Source: an optimization exercise on an open RTL-to-GDS flow (aim: small area, a short achievable clock period and few clock cycles). Production flows keep margins and buffers that such runs may drop.
Only simulation tests tie the RTL to the original design; equivalence was not proved.
Power and IR drop assume default switching activity.

Design rv052b_alu, start of the top module:
module rv052b_alu(
    input                               clk,
    input                               rst,
    input                               start,
    input       [2:0]                   fu,
    input       [1:0]                   op_mode1,
    input       [2:0]                   op_mode2,
    input       [31:0]                  op1,
    input       [31:0]                  op2,
    input       [31:0]                  imm_data,
    input       [31:0]                  cur_pc,
    output  reg                         done,
    output  reg [31:0]                  res,
    output  reg [31:0]                  tar_addr,
    output  reg                         need_jmp
);
Size: roughly 1200 cells after synthesis, ~66 flip-flops, ~210 I/O pins, about 8400 µm² of cells after synthesis.
Settings: LEC_CHECK=0, CAP_MARGIN=20, CORE_MARGIN=2, CORE_UTILIZATION=45, PLACE_DENSITY=0.65, SETUP_SLACK_MARGIN=1.25, SLEW_MARGIN=20, SYNTH_HIERARCHICAL=1; clock period 5.0 ns.
standard.sh (not shown) runs the stock make flow with config.mk's settings and CLKGATE_MAP_FILE= SYNTH_SCRIPT=/design/flow/synth_recipe.tcl, a recipe that flattens the netlist after the stock synthesis.
==> flow/flow/run.sh <==
#!/bin/bash
# The standard layout (standard.sh, same make targets and settings) with
# two changes: the port buffers are sky130_fd_sc_hd__buf_1 instead of the
# cell buffer_ports picks by default, and synthesis maps the modules named
# in area_modules.txt with an area-oriented ABC script (abc_override.tcl,
# prepended to the standard flow's own synthesis script synth_recipe.tcl).
set -euo pipefail
here=$(pwd)
export BUFFER_PORTS_ARGS="-buffer_cell sky130_fd_sc_hd__buf_1"
cat flow/abc_override.tcl synth_recipe.tcl > my_synth.tcl
sed "s#SYNTH_SCRIPT=[^ ]*synth_recipe.tcl#SYNTH_SCRIPT=$here/my_synth.tcl#" standard.sh > my_standard.sh
grep -q "SYNTH_SCRIPT=$here/my_synth.tcl" my_standard.sh
bash my_standard.sh finish > standard_flow.log 2>&1
==> flow/flow/abc_override.tcl <==
# Prepended to synth_recipe.tcl by run.sh. Technology mapping: the modules
# listed in flow/area_modules.txt (kept as their own hierarchy with
# SYNTH_HIERARCHICAL 1) are mapped first with the ABC script flow/area.abc;
# the rest of the design then with ORFS's own script, unchanged.
set ::my_flow_dir [file join [file dirname [file normalize [info script]]] flow]
proc abc {args} {
  set fp [open [file join $::my_flow_dir area_modules.txt] r]
  set mods [string trim [read $fp]]
  close $fp
  set area_args $args
  set i [lsearch -exact $area_args -script]
  lset area_args [expr { $i + 1 }] [file join $::my_flow_dir area.abc]
  foreach m $mods {
    yosys abc {*}$area_args $m
  }
  yosys abc {*}$args
}
==> flow/flow/area.abc <==
strash
dch
map -a
topo
stime -c
buffer -c
upsize -c
dnsize -c
==> flow/flow/area_modules.txt <==
shift_right
Testbench counts at the start, summed over its fixed seeds: cycles 16,000.
Change:
SETUP_SLACK_MARGIN = 1.0   (was 1.25)
What happened:
- The new run finished with timing, DRC and antenna clean
- area after synthesis does not change
- power drops by 6.4%
- routed wire length drops by 10%
- via count drops by about 3%
- global-route usage drops by 3.6 points

* * *

Setup of P:
Another version of the RTL of rv052b_alu (not shown whole).
Size: ~1,100 cells after synthesis, roughly 210 I/O pins.
clock: 5.0 ns
lec_check: 0
cap_margin: 20
core_margin: 2
core_utilization: 45
place_density: 0.65
setup_slack_margin: 1.25
slew_margin: 20
synth_hierarchical: 1
Scripts as last shown in full above: flow/flow/run.sh, flow/flow/abc_override.tcl, flow/flow/area.abc, flow/flow/area_modules.txt
Testbench counts of P, summed over its fixed seeds: cycles 16,000.
Relative to P, the following input files were edited for Q:
- CORE_UTILIZATION changed from 45 to 35
- PLACE_DENSITY changed from 0.65 to 0.6
==> notes.md <==
Compared with P, Q ends up with a larger final cell area. Between P and Q, final cycle utilization of the critical path increased. Q ends up with a cell count that is 6.0% higher than in P. Diff P -> Q: worst-case setup margin in the final layout lower, sequential portion of the cell area now sits at about the same level. Higher number of placed instances, taps included goes to Q over P. Between Q and P, total net switching power is higher for P, Q comes in under that. Of Q and P, it is Q that has the lower total routing resource utilization after global routing. Looking at share of power burned in the clock network, Q sits above P.

[afterwards: timing with drivers on the ports]
The flow's constraints put no driver on any port. The routed layouts listed below were extracted and timed again, unchanged, in two steps.
Step 1: set_driving_cell puts a clkbuf_16 on clk and a buf_2 on each other input, an assumption about the parent block.
Step 2, shift: input delay + t, output delay - t, t = (earliest + latest rising clock arrival at the registers) / 2. This alone moves slack from input paths to output paths.
a / b / c = ideal / step 1 / step 2; a / b = the first two.
run	t (ns)	slack for setup (ns)	hold WS [ns]	worst setup path after step 2
the first run of note 1	0.395	1.168 / 1.187 / 0.792	0.796 / 0.776 / 1.171	input to register
the second run of note 1	0.388	1.098 / 1.118 / 0.731	0.793 / 0.773 / 1.161	input to register
P	0.395	1.059 / 1.057 / 0.662	0.796 / 0.778 / 1.173	input to register
Q	0.393	0.977 / 0.973 / 0.580	0.796 / 0.775 / 1.168	input to register
After both steps setup and hold are still met in every run listed.
